Source: an optimization exercise on an open RTL-to-GDS flow (aim: small area, a short achievable clock period and few clock cycles per item). Production flows keep margins and buffers that such runs may drop. Function was checked by simulation only, so behaviour that the tests miss may differ from the original.

==> v25: inputs <==
// mdu_rv64
module mdu_rv64 #(
    parameter int XLEN = 64
)(
    input  wire                 clk,
    input  wire                 rst_n,
    input  wire                 req_valid,
    output logic                req_ready,
    input  wire [XLEN-1:0]      rs1_data,
    input  wire [XLEN-1:0]      rs2_data,
    input  wire [2:0]           funct3,
    input  wire                 is_word_op,
    output logic                resp_valid,
    output logic [XLEN-1:0]     result
);
    localparam logic [2:0] F3_MUL    = 3'b000;
    localparam logic [2:0] F3_MULH   = 3'b001;
    localparam logic [2:0] F3_MULHSU = 3'b010;
    localparam logic [2:0] F3_MULHU  = 3'b011;
    localparam logic [2:0] F3_DIV    = 3'b100;
    localparam logic [2:0] F3_DIVU   = 3'b101;
    localparam logic [2:0] F3_REM    = 3'b110;
    localparam logic [2:0] F3_REMU   = 3'b111;
    localparam int W = 70;    
    logic st_idle, st_mit, st_mext, st_pre, st_dit, st_fin;
    logic [65:0] X;      
    logic [63:0] Y;      
    logic [65:0] Z;      
    logic [6:0]  cnt;
    logic [2:0]  f_q;
    logic        w_q;
    logic        dvd_neg, dvs_neg;
    logic        one_lo, two_lo, neg_lo, one_hi, two_hi, neg_hi;
    logic        zsel_y, zsel_z, zinv;
    logic        rdy_q;
    assign result = Z[63:0];
    wire is_div = f_q[2];
    wire s1 = (f_q == F3_MUL) || (f_q == F3_MULH) || (f_q == F3_MULHSU) ||
              (f_q == F3_DIV) || (f_q == F3_REM);
    wire s2 = (f_q == F3_MUL) || (f_q == F3_MULH) ||
              (f_q == F3_DIV) || (f_q == F3_REM);
    wire [63:0] xe = X[63:0];
    wire [63:0] ye = Y;
    wire        xe_neg = X[65];
    logic       ye_neg;
    wire [65:0]  A   = X;
    wire [W-1:0] Ae  = {{(W-66){A[65]}}, A};
  ...
==> flow/config.mk <==
export PLATFORM = sky130hd
export DESIGN_NAME = mdu_rv64
export DESIGN_NICKNAME = mdu_rv64
export VERILOG_FILES = /design/flow/design.v
export SDC_FILE = /design/flow/constraint.sdc
export NUM_CORES = 4
export LEC_CHECK = 0
export CAP_MARGIN = 20
export CORE_MARGIN = 2
export CORE_UTILIZATION = 35
export PLACE_DENSITY = 0.5
export SETUP_SLACK_MARGIN = 5
export SLEW_MARGIN = 20
==> flow/constraint.sdc <==
create_clock -name core_clock -period 11.0 [get_ports {clk}]
set_input_delay 2.2000 -clock core_clock [delete_from_list [all_inputs] [get_ports {clk}]]
set_output_delay 2.2000 -clock core_clock [all_outputs]
set_load 0.01 [all_outputs]
run.sh (not shown) runs the stock make flow with config.mk's settings and CLKGATE_MAP_FILE= SYNTH_SCRIPT=/design/flow/synth_recipe.tcl, a recipe that flattens the netlist after the stock synthesis.
==> v36 (differences from v25) <==
--- a/flow/design.v
+++ b/flow/design.v
@@ -114,30 +114,34 @@
         end
     endfunction
     logic [6:0] cd;      
     logic [6:0] cz;      
     logic       dvs_zero;
-    wire [7:0]  sh     = {1'b0, cd} + {7'd0, ye_neg} - {1'b0, cz};    
+    wire [7:0]  sh     = {1'b0, cd} - {1'b0, cz};    
     wire        qzero  = sh[7];
-    wire [65:0] dvs_al = $signed(X) <<< sh[6:0];
+    wire [5:0]  sh6    = sh[6] ? 6'd63 : sh[5:0];
+    wire [65:0] dvs_al = $signed(X) <<< sh6;
     wire         qbit  = ~S[W-1];
     wire [63:0]  y_mul = {S[3:0], Y[63:4]};
     wire [63:0]  y_div = {Y[62:0], qbit};
     wire [65:0]  z_div = qbit ? S[65:0] : Z;
     wire [63:0]  rem_dvd = w_q ? {{32{Y[31]}}, Y[31:0]} : Y;    
     wire         need_neg = f_q[1] ? (s1 & dvd_neg) : (s1 & (dvd_neg ^ dvs_neg));
-    wire         mulh_ext = ~w_q && (f_q == F3_MULHU) && Y[3];
-    wire         wsign = (xe_neg ^ ye_neg) && (xe != 64'd0) && (ye != 64'd0);
+    wire         wsign = (xe_neg ^ ye_neg) & ~dvs_zero & (cz != 7'd64);    
     wire         last  = (cnt == 7'd0);
-    wire [4:0]   mdig  = 5'((7'd68 - {1'b0, cz}) >> 2);           
+    logic        mfirst, mext_q;
+    logic [4:0]  mcl;                                              
+    logic [1:0]  mq;                                               
+    wire [6:0]   czm   = 7'd68 - cz - {6'd0, ye_neg};
+    wire [4:0]   mdig  = czm[6:2];                                 
     wire [4:0]   mpos  = w_q ? 5'd8 : 5'd16;
-    wire [4:0]   mz    = (mdig > mpos) ? 5'd0 : mpos - mdig;
-    wire         mfast = ({2'b00, cnt[4:0]} < {2'b00, mz}) && (cnt[4:0] >= 5'd3);
-    wire         mlast = mfast ? (cnt[4:0] == 5'd3) : last;
-    wire [4:0]   mcnt_nx = cnt[4:0] - (mfast ? 5'd4 : 5'd1);
-    wire         mfast_nx = (mcnt_nx < mz) && (mcnt_nx >= 5'd3);
-    wire         mlast_nx = mfast_nx ? (mcnt_nx == 5'd3) : (mcnt_nx == 5'd0);
+    wire [4:0]   md    = (mdig > mpos) ? mpos : mdig;
+    wire [4:0]   mz    = mpos - md;
+    wire [4:0]   mtot  = md + {3'd0, mz[1:0]} + {3'd0, mz[3:2]};
+    wire         mfast = ~mfirst & ({3'd0, mq} >= mcl);
+    wire         mlast = ~mfirst & (mcl == 5'd1);
+    wire         mulh_ext = mext_q;
     wire [63:0]  y_fast = {Z[15:0], Y[63:16]};
     wire [65:0]  z_fast = {{16{Z[65]}}, Z[65:16]};
     function automatic [63:0] wfix(input [63:0] v, input w);
         wfix = w ? {{32{v[31]}}, v[31:0]} : v;
     endfunction
@@ -187,13 +191,13 @@
                 end
                 if (st_dit && last) begin
                     st_dit <= 1'b0;
                     st_fin <= 1'b1;
                 end
-                rdy_q <= (st_mit & ~mlast & mlast_nx & ~(mz == 5'd0 & ~w_q & (f_q == F3_MULHU) & Y[7])) |
+                rdy_q <= (st_mit & ~mfirst & (mcl == 5'd2) & ~mext_q) |
                          (st_mit & mlast) |
-                         (st_pre & (sh[6:0] == 7'd0) &
+                         (st_pre & (sh6 == 6'd0) &
                           ~(f_q[1] ? (s1 & ye_neg) : (s1 & (ye_neg ^ xe_neg)))) |
                          (st_dit & (cnt == 7'd1) & ~need_neg) |
                          (st_dit & last);
             end
         end
@@ -230,15 +234,15 @@
         zsel_y <= 1'b0; zsel_z <= 1'b1; zinv <= 1'b0;
         if (req_ready) begin
             X        <= {{2{in_xneg}}, in_b};
             ye_neg   <= in_yneg;
             cd       <= clz64(in_b ^ {64{in_xneg}});
-            cz       <= clz64(in_a ^ {64{in_yneg}});
+            cz       <= clz64(in_yneg ? {~in_a[62:0], 1'b1} : in_a);
             dvs_zero <= in_dvs_zero;
             f_q      <= funct3;
             w_q      <= is_word_op;
-            cnt      <= is_word_op ? 7'd7 : 7'd15;
+            mfirst   <= 1'b1;
             if (in_pre) begin
                 zsel_y <= 1'b1;
                 zsel_z <= 1'b0;
                 zinv   <= in_yneg;
             end else begin
@@ -251,13 +255,19 @@
                           (~rs1_data[3] & rs1_data[2] & rs1_data[1]);
                 neg_hi <= rs1_data[3] & ~(rs1_data[2] & rs1_data[1]);
             end
         end else begin
             if (st_mit) begin
-                cnt <= {2'b00, mcnt_nx};
+                mfirst <= 1'b0;
+                mcl    <= mcl - 5'd1;
+                if (mfirst) begin
+                    mcl    <= mtot - 5'd1;
+                    mq     <= mz[3:2];
+                    mext_q <= ~w_q & (f_q == F3_MULHU) & (mdig > 5'd16);
+                end
                 if (mfast) begin
-                end else if (!last) begin
+                end else if (!mlast) begin
                     one_lo <= Y[4] ^ Y[3];
                     two_lo <= (Y[5] & ~Y[4] & ~Y[3]) | (~Y[5] & Y[4] & Y[3]);
                     neg_lo <= Y[5] & ~(Y[4] & Y[3]);
                     one_hi <= Y[6] ^ Y[5];
                     two_hi <= (Y[7] & ~Y[6] & ~Y[5]) | (~Y[7] & Y[6] & Y[5]);
@@ -268,11 +278,11 @@
             end
             if (st_pre) begin
                 dvd_neg <= ye_neg;
                 dvs_neg <= xe_neg;
                 X       <= dvs_al;
-                cnt     <= sh[6:0];
+                cnt     <= {1'b0, sh6};
                 one_lo  <= 1'b1;
                 neg_lo  <= ~xe_neg;                       
             end
             if (st_dit) begin
                 X   <= $signed(X) >>> 1;
CORE_UTILIZATION = 45   (was 35)
CTS_BUF_LIST = sky130_fd_sc_hd__clkbuf_4   (was unset)
PLACE_DENSITY = 0.6   (was 0.5)
==> run notes <==
Against v25, the sequential share of layout area of v36 is higher by 1.2 points.
In maximum frequency, v36 and v25 hardly differ.
Of v36 and v25, v36 has the higher first-iteration DRC count (gap about 1.3%, measured against v25).
Against v36, the die area of v25 is larger by about 30%.
Testbench counts of v25, summed over its fixed seeds: cycles 19,835, items 2,400.
Testbench counts of v36, summed over its fixed seeds: cycles 19,835, items 2,400.

afterwards: timing with drivers on the ports:
The results above use ideal ports. As a check the final layouts listed here were re-extracted and re-timed, cells and wires unchanged.
Step 1, drivers: a clkbuf_16 drives clk and a buf_2 each remaining input, both assumed.
Step 2 times the ports against the registers' clock, not the clock port: input delays grow and output delays shrink by t, the midpoint of the rising clock arrivals with the driver on.
Three values: ideal ports, drivers, drivers and shift; two values: the first two.
run	shift t [ns]	slack for setup (ns)	worst data-port slew with drivers (ns)
v25	0.677	5.160 / 5.160 / 4.587	0.06
v36	0.945	5.156 / 5.125 / 4.445	0.06
After both steps every run listed still meets setup and hold. The setup slack of v36, which loses most, moves by -0.031 ns with the drivers and by -0.711 ns with both steps.
